This is an optimization exercise on Yosys and OpenROAD, whose aim is small area and a short achievable clock period, not a production implementation. Only simulation tests tie the RTL to the original design; equivalence was not proved. Power is estimated from default activity; no workload was simulated.

// mips_cpu
module mips_cpu (
    input  wire        clk,
    input  wire        rst,
    output wire [31:0] imem_addr,    
    input  wire [31:0] imem_rdata,   
    output wire [31:0] dmem_addr,    
    output wire [31:0] dmem_wdata,   
    output wire        dmem_we,      
    output wire        dmem_re,      
    input  wire [31:0] dmem_rdata    
);
==> flow/config.mk <==
export PLATFORM = sky130hd
export DESIGN_NAME = mips_cpu
export DESIGN_NICKNAME = mips_cpu
export VERILOG_FILES = /design/flow/design.v
export SDC_FILE = /design/flow/constraint.sdc
export NUM_CORES = 4
export LEC_CHECK = 0
export CAP_MARGIN = 20
export CORE_MARGIN = 2
export CORE_UTILIZATION = 55
export SETUP_SLACK_MARGIN = 5
export SLEW_MARGIN = 20
export SYNTH_HIERARCHICAL = 1
==> flow/constraint.sdc <==
create_clock -name core_clock -period 15.0 [get_ports {clk}]
set_input_delay 3.0000 -clock core_clock [delete_from_list [all_inputs] [get_ports {clk}]]
set_output_delay 3.0000 -clock core_clock [all_outputs]
set_load 0.01 [all_outputs]
run.sh (not shown) runs the stock make flow with config.mk's settings and CLKGATE_MAP_FILE= SYNTH_SCRIPT=/design/flow/synth_recipe.tcl, a recipe that flattens the netlist after the stock synthesis.
==> next run, changes <==
Settings changed: CORE_UTILIZATION 55 to 40, SETUP_SLACK_MARGIN 5 to 0.5.
After rerunning: The changed run finished clean. Synthesized cell count is unchanged. Wire length shrinks by 0.88%. Non-clock buffer count shrinks by 110. Clock skew goes up by 0.022 ns. Register-to-register slack degrades by 1.2 ns.

---

v6:
mips_cpu, a different RTL version from the one above (not shown whole).
Size in the first run: ~4100 cells after synthesis, about 1100 flip-flops.
Design mips_cpu, start of the top module:
module mips_cpu (
    input  wire        clk,
    input  wire        rst,
    output wire [31:0] imem_addr,    
    input  wire [31:0] imem_rdata,   
    output wire [31:0] dmem_addr,    
    output wire [31:0] dmem_wdata,   
    output wire        dmem_we,      
    output wire        dmem_re,      
    input  wire [31:0] dmem_rdata    
);
    wire [31:0] instr = imem_rdata;
    wire [31:0] pc, pc_plus4;
    wire [31:0] rs_n, rt_n;          
    wire [31:0] rs_an;               
    wire [31:0] addr;
    wire [31:0] alu_y;
    wire [31:0] wd;
    wire d_neg, eq;
    wire reg_write, mem_read, mem_write, jr, jump;
    wire br_eq, br_ne, br_neg, br_nneg, br_le, br_gt;
    wire [4:0] wa;
    wire sel_add, sel_addr, sel_and, sel_or, sel_xor, sel_nor, sel_slt, sel_sltu, sel_srl;
    wire sel_lui, sel_load, sel_link, use_imm, sub;
    control_unit ctrl_inst (
        .instr(instr), .reg_write(reg_write), .wa(wa), .mem_read(mem_read),
        .mem_write(mem_write), .jr(jr), .jump(jump), .br_eq(br_eq), .br_ne(br_ne),
        .br_neg(br_neg), .br_nneg(br_nneg), .br_le(br_le), .br_gt(br_gt)
    );
    alu_control alu_ctrl_inst (
        .instr(instr), .sel_add(sel_add), .sel_addr(sel_addr), .sel_and(sel_and),
        .sel_or(sel_or), .sel_xor(sel_xor), .sel_nor(sel_nor), .sel_slt(sel_slt),
        .sel_sltu(sel_sltu), .sel_srl(sel_srl), .sel_lui(sel_lui), .sel_load(sel_load),
        .sel_link(sel_link), .use_imm(use_imm), .sub(sub)
    );
    reg_file rf_inst (
        .clk(clk), .rst(rst), .we(reg_write),
        .ra1(instr[25:21]), .ra2(instr[20:16]), .wa(wa), .wd(wd),
        .rd1n(rs_n), .rd1an(rs_an), .rd2n(rt_n)
    );
    add32 addr_adder (.an(rs_an), .imm(instr[15:0]), .y(addr));
    alu alu_inst (
        .an(rs_n), .bn(rt_n), .imm(instr[15:0]), .addr(addr), .shamt(instr[10:6]),
        .sel_add(sel_add), .sel_addr(sel_addr), .sel_and(sel_and), .sel_or(sel_or),
        .sel_xor(sel_xor), .sel_nor(sel_nor), .sel_slt(sel_slt), .sel_sltu(sel_sltu),
        .sel_srl(sel_srl), .use_imm(use_imm), .sub(sub), .y(alu_y), .d_neg(d_neg), .eq(eq)
    );
    wire taken = (br_eq & eq) | (br_ne & ~eq) | (br_neg & d_neg) | (br_nneg & ~d_neg) |
                 (br_le & (d_neg | eq)) | (br_gt & ~d_neg & ~eq);
    pc_reg pcreg_inst (
        .clk(clk), .rst(rst), .rsn(rs_n), .instr(instr[25:0]), .jr(jr), .jump(jump),
  ...
clock: 15.0 ns
lec_check: 0
cap_margin: 20
core_margin: 2
core_utilization: 55
setup_slack_margin: 5
slew_margin: 20
synth_hierarchical: 1
standard.sh (not shown) runs the stock make flow with config.mk's settings and CLKGATE_MAP_FILE= SYNTH_SCRIPT=/design/flow/synth_recipe.tcl, a recipe that flattens the netlist after the stock synthesis.
==> flow/flow/run.sh <==
#!/bin/bash
# Own layout flow: the standard flow (standard.sh, standard synthesis
# unchanged) with changes only to how the layout is made:
#  - the port buffers are sky130_fd_sc_hd__buf_2 instead of the delay cell
#    that buffer_ports picks by default;
#  - clock tree synthesis without dummy loads, with larger sink clusters.
# The clock period, constraints, tap cells and power grid are the standard ones.
# make's full output goes to make_finish.log; ORFS keeps each step's log in orfs/logs.
set -euo pipefail
export BUFFER_PORTS_ARGS="-buffer_cell sky130_fd_sc_hd__buf_2"
export CTS_ARGS="-sink_clustering_enable -repair_clock_nets -dont_use_dummy_load -sink_clustering_size 30 -sink_clustering_max_diameter 100"
bash standard.sh finish > make_finish.log 2>&1
Changes in v7 relative to v6:
==> flow/flow/run.sh <==
#!/bin/bash
set -euo pipefail
export BUFFER_PORTS_ARGS="-buffer_cell sky130_fd_sc_hd__buf_2"
bash standard.sh SETUP_SLACK_MARGIN=${MARGIN:-7.5} finish > make_finish.log 2>&1
diff --git a/flow/config.mk b/flow/config.mk
--- a/flow/config.mk
+++ b/flow/config.mk
@@ -10,2 +10 @@
-export CORE_UTILIZATION = 55
-export SETUP_SLACK_MARGIN = 5
+export CORE_UTILIZATION = 60
Findings:
Both conditions hold for v6: the flow ran to the end and the final layout passed the timing, design-rule and antenna checks. Flow for v7 halted at global routing (5_1_grt), error code GRT-0232. Synthesized-area fraction occupied by ao, oa, aoi and oai cells: v6 vs v7, no meaningful difference. Re instance count after placement with tap cells included: v7 is 153 down on v6. Comparing v6 with v7, the post-synthesis adder-cell area fraction came out essentially unchanged. Number of instances in the synthesized netlist came out exactly the same in v6 and v7.

---

mips_cpu, a different RTL version from the one above (not shown whole).
Size: about 3800 cells after synthesis, ~1100 flip-flops, ~160 I/O pins, roughly 52000 µm² of cells after synthesis.
export LEC_CHECK = 0
export CAP_MARGIN = 20
export CORE_MARGIN = 2
export CORE_UTILIZATION = 55
export PLACE_DENSITY = 0.75
export SLEW_MARGIN = 20
export SYNTH_HIERARCHICAL = 1
export TNS_END_PERCENT = 10
create_clock -name core_clock -period 15.0 [get_ports {clk}]
==> flow/flow/run.sh <==
#!/bin/bash
# Own layout flow: the standard flow (standard.sh, standard synthesis
# unchanged) with changes only to how the layout is made:
#  - the port buffers are sky130_fd_sc_hd__buf_2 instead of the delay cell
#    that buffer_ports picks by default;
#  - clock tree synthesis without dummy loads, with larger sink clusters;
set -euo pipefail
export BUFFER_PORTS_ARGS="-buffer_cell sky130_fd_sc_hd__buf_2"
export CTS_ARGS="-sink_clustering_enable -repair_clock_nets -dont_use_dummy_load -sink_clustering_size 25 -sink_clustering_max_diameter 90"
bash standard.sh SETUP_SLACK_MARGIN=5.5 finish > make_finish.log 2>&1
The first run ran to the end with no violations.
Next try:
--- a/flow/flow/run.sh
+++ b/flow/flow/run.sh
@@ -8,3 +8,3 @@
 export BUFFER_PORTS_ARGS="-buffer_cell sky130_fd_sc_hd__buf_2"
 export CTS_ARGS="-sink_clustering_enable -repair_clock_nets -dont_use_dummy_load -sink_clustering_size 25 -sink_clustering_max_diameter 90"
-bash standard.sh SETUP_SLACK_MARGIN=5.5 finish > make_finish.log 2>&1
+bash standard.sh SETUP_SLACK_MARGIN=5.6 finish > make_finish.log 2>&1
--- a/flow/config.mk
+++ b/flow/config.mk
@@ -9,5 +9,4 @@
 export CORE_MARGIN = 2
 export CORE_UTILIZATION = 55
-export PLACE_DENSITY = 0.75
 export SLEW_MARGIN = 20
 export SYNTH_HIERARCHICAL = 1
The new run finished with timing, DRC and antenna clean. Cell count grows by 0.71%. Sequential power stays flat. Count of clock-buffer cells in the layout rises by 1. Setup slack got worse by 0.043 ns. Final area is higher by 0.78%. Die area does not change. Wire length went up by 6.7%.

---

mips_cpu again, from the RTL that the note above started with.
export LEC_CHECK = 0
export CAP_MARGIN = 20
export CORE_MARGIN = 2
export CORE_UTILIZATION = 55
export PLACE_DENSITY = 0.7
export SETUP_SLACK_MARGIN = 5
export SLEW_MARGIN = 20
export SYNTH_HIERARCHICAL = 1
create_clock -name core_clock -period 15.0 [get_ports {clk}]
==> flow/flow/run.sh <==
#!/bin/bash
# Own layout flow: the standard flow (standard.sh, standard synthesis
# unchanged) with changes only to how the layout is made:
#  - the port buffers are sky130_fd_sc_hd__buf_2 instead of the delay cell
#    that buffer_ports picks by default;
#  - clock tree synthesis without dummy loads, with larger sink clusters.
# The clock period, constraints, tap cells and power grid are the standard ones.
# make's full output goes to make_finish.log; ORFS keeps each step's log in orfs/logs.
set -euo pipefail
export BUFFER_PORTS_ARGS="-buffer_cell sky130_fd_sc_hd__buf_2"
export CTS_ARGS="-sink_clustering_enable -repair_clock_nets -dont_use_dummy_load -sink_clustering_size 25 -sink_clustering_max_diameter 90"
bash standard.sh finish > make_finish.log 2>&1
The first run completed with no timing, DRC or antenna violations.
Change:
==> flow/flow/run.sh (replaced) <==
#!/bin/bash
# Own layout flow: the standard flow (standard.sh, standard synthesis
# unchanged) with changes only to how the layout is made:
#  - the port buffers are sky130_fd_sc_hd__buf_2 instead of the delay cell
#    that buffer_ports picks by default;
#  - clock tree synthesis without dummy loads, with larger sink clusters;
set -euo pipefail
export BUFFER_PORTS_ARGS="-buffer_cell sky130_fd_sc_hd__buf_2"
export CTS_ARGS="-sink_clustering_enable -repair_clock_nets -dont_use_dummy_load -sink_clustering_size 25 -sink_clustering_max_diameter 90"
bash standard.sh SETUP_SLACK_MARGIN=5.3 finish > make_finish.log 2>&1
--- a/flow/config.mk
+++ b/flow/config.mk
@@ -11,4 +11,4 @@
 export PLACE_DENSITY = 0.7
-export SETUP_SLACK_MARGIN = 5
 export SLEW_MARGIN = 20
 export SYNTH_HIERARCHICAL = 1
+export TNS_END_PERCENT = 10
Result:
- The new run passed the timing, design-rule and antenna checks
- worst setup slack improves by 0.23 ns
- area after synthesis does not change
- routed wire length is lower slightly
Change:
--- a/flow/flow/run.sh
+++ b/flow/flow/run.sh
@@ -5,3 +5,5 @@
 #    that buffer_ports picks by default;
-#  - clock tree synthesis without dummy loads, with larger sink clusters;
+#  - clock tree synthesis without dummy loads, with larger sink clusters.
+# The clock period, constraints, tap cells and power grid are the standard ones.
+# make's full output goes to make_finish.log; ORFS keeps each step's log in orfs/logs.
 set -euo pipefail
@@ -9,2 +11,2 @@
 export CTS_ARGS="-sink_clustering_enable -repair_clock_nets -dont_use_dummy_load -sink_clustering_size 25 -sink_clustering_max_diameter 90"
-bash standard.sh SETUP_SLACK_MARGIN=5.3 finish > make_finish.log 2>&1
+bash standard.sh finish > make_finish.log 2>&1
--- a/flow/config.mk
+++ b/flow/config.mk
@@ -10,5 +10,4 @@
 export CORE_UTILIZATION = 55
-export PLACE_DENSITY = 0.7
+export SETUP_SLACK_MARGIN = 5
 export SLEW_MARGIN = 20
 export SYNTH_HIERARCHICAL = 1
-export TNS_END_PERCENT = 10
- The changed run produced a clean layout
- power barely changes
- final area came out lower by 1.4%
- synthesized cell count stays the same
- worst setup slack gets worse by 0.29 ns
- critical path depth stays the same
- via count rose by 1.1%
- clock-buffer cell count climbs by 1
- final cell count came out lower by 0.78%
- sequential power is about the same
- clock power is about the same
Change:
--- a/flow/config.mk
+++ b/flow/config.mk
@@ -7,3 +7,3 @@
 export LEC_CHECK = 0
-export CAP_MARGIN = 20
+export CAP_MARGIN = 10
 export CORE_MARGIN = 2
@@ -11,3 +11,3 @@
 export SETUP_SLACK_MARGIN = 5
-export SLEW_MARGIN = 20
+export SLEW_MARGIN = 10
 export SYNTH_HIERARCHICAL = 1
Effect:
- die area does not change
- worst hold slack hardly moves
- sequential cell count is unchanged
- power is about the same
Change:
--- a/flow/config.mk
+++ b/flow/config.mk
@@ -7,7 +7,8 @@
 export LEC_CHECK = 0
-export CAP_MARGIN = 10
+export CAP_MARGIN = 20
 export CORE_MARGIN = 2
-export CORE_UTILIZATION = 55
+export CORE_UTILIZATION = 58
+export PLACE_DENSITY = 0.7
 export SETUP_SLACK_MARGIN = 5
-export SLEW_MARGIN = 10
+export SLEW_MARGIN = 20
 export SYNTH_HIERARCHICAL = 1
After rerunning:
- design area barely changes
- cell count fell slightly
- die area fell by a few percent
- routed wire length fell by a few percent
- clock power stays flat
- count of clock-buffer cells in the layout stays the same
- clock skew fell by 0.0076 ns
- setup slack improved by 0.14 ns

---

Another version of the RTL of mips_cpu (not shown whole).
Size: roughly 3800 cells after synthesis, ~1100 flip-flops, roughly 160 I/O pins, about 52000 sq um of cells after synthesis.
Settings: LEC_CHECK=0, CAP_MARGIN=20, CORE_MARGIN=2, CORE_UTILIZATION=58, PLACE_DENSITY=0.75, SETUP_SLACK_MARGIN=5, SLEW_MARGIN=20, SYNTH_HIERARCHICAL=1; clock period 15.0 ns.
==> flow/flow/run.sh <==
#!/bin/bash
# Own layout flow: the standard flow (standard.sh, standard synthesis
# unchanged) with changes only to how the layout is made:
#  - the port buffers are sky130_fd_sc_hd__buf_2 instead of the delay cell
#    that buffer_ports picks by default;
#  - clock tree synthesis without dummy loads, with larger sink clusters.
# The clock period, constraints, tap cells and power grid are the standard ones.
# make's full output goes to make_finish.log; ORFS keeps each step's log in orfs/logs.
set -euo pipefail
export BUFFER_PORTS_ARGS="-buffer_cell sky130_fd_sc_hd__buf_2"
export CTS_ARGS="-sink_clustering_enable -repair_clock_nets -dont_use_dummy_load -sink_clustering_size 25 -sink_clustering_max_diameter 90"
bash standard.sh finish > make_finish.log 2>&1
Edit:
--- a/flow/config.mk
+++ b/flow/config.mk
@@ -10 +10 @@
-export CORE_UTILIZATION = 58
+export CORE_UTILIZATION = 55
Total power went up slightly.
Count of clock-buffer cells in the layout grows by 1.
Utilization falls by 3.5 points.
Area after synthesis does not change.
Die area rises by a few percent.
Cell area hardly moves.
Maximum frequency hardly moves.
Wire length went up slightly.
Worst setup slack improved by 0.024 ns.
Edit:
--- a/flow/config.mk
+++ b/flow/config.mk
@@ -11 +10,0 @@
-export PLACE_DENSITY = 0.75
Outcome: Utilization came out higher by 0.51 points. Global-route usage came out higher by 3.1 points. Wire length came out higher by 7.4%.

==> separate check: timing with driven ports <==
In the flow no input, the clock included, has a driving cell. The finished layouts below were timed again as built, in two steps.
Step 1: set_driving_cell puts a clkbuf_16 on clk and a buf_2 on each other input, an assumption about the parent block.
Step 2, shift: input delay + t, output delay - t, t = (earliest + latest rising clock arrival at the registers) / 2. This alone moves slack from input paths to output paths.
a / b / c = ideal ports / drivers / drivers and shift; a / b = the first two.
| run | t (ns) | setup WS [ns] | worst register clock-pin slew, ns | pins driven straight from the clock port |
|---|---|---|---|---|
| the first run of note 1 | 0.774 | 4.761 / 4.641 / 4.328 | 0.07 / 0.07 | 1 |
| the second run of note 1 | 0.783 | 2.307 / 2.272 / 2.272 | 0.07 / 0.07 | 1 |
| v6 | 0.718 | 4.956 / 4.916 / 4.370 | 0.12 / 0.12 | 1 |
| the first run of note 3 | 0.730 | 5.251 / 5.160 / 4.562 | 0.11 / 0.11 | 1 |
| the second run of note 3 | 0.723 | 5.209 / 5.119 / 4.956 | 0.11 / 0.11 | 1 |
| the first run of note 4 | 0.724 | 4.974 / 4.936 / 4.537 | 0.10 / 0.10 | 1 |
| the second run of note 4 | 0.746 | 5.203 / 5.154 / 4.743 | 0.11 / 0.11 | 1 |
| the third run of note 4 | 0.726 | 4.917 / 4.888 / 4.517 | 0.10 / 0.10 | 1 |
| the fourth run of note 4 | 0.716 | 4.821 / 4.785 / 4.279 | 0.10 / 0.10 | 1 |
| the fifth run of note 4 | 0.709 | 4.964 / 4.928 / 4.523 | 0.11 / 0.11 | 1 |
| the first run of note 5 | 0.699 | 4.913 / 4.883 / 4.490 | 0.10 / 0.10 | 1 |
| the second run of note 5 | 0.715 | 4.937 / 4.916 / 4.458 | 0.11 / 0.11 | 1 |
| the third run of note 5 | 0.746 | 4.735 / 4.684 / 4.256 | 0.11 / 0.11 | 1 |
After both steps setup and hold are still met in every run listed. The setup slack of the first run of note 3, which loses most, moves by -0.091 ns with the drivers and by -0.689 ns with both steps.
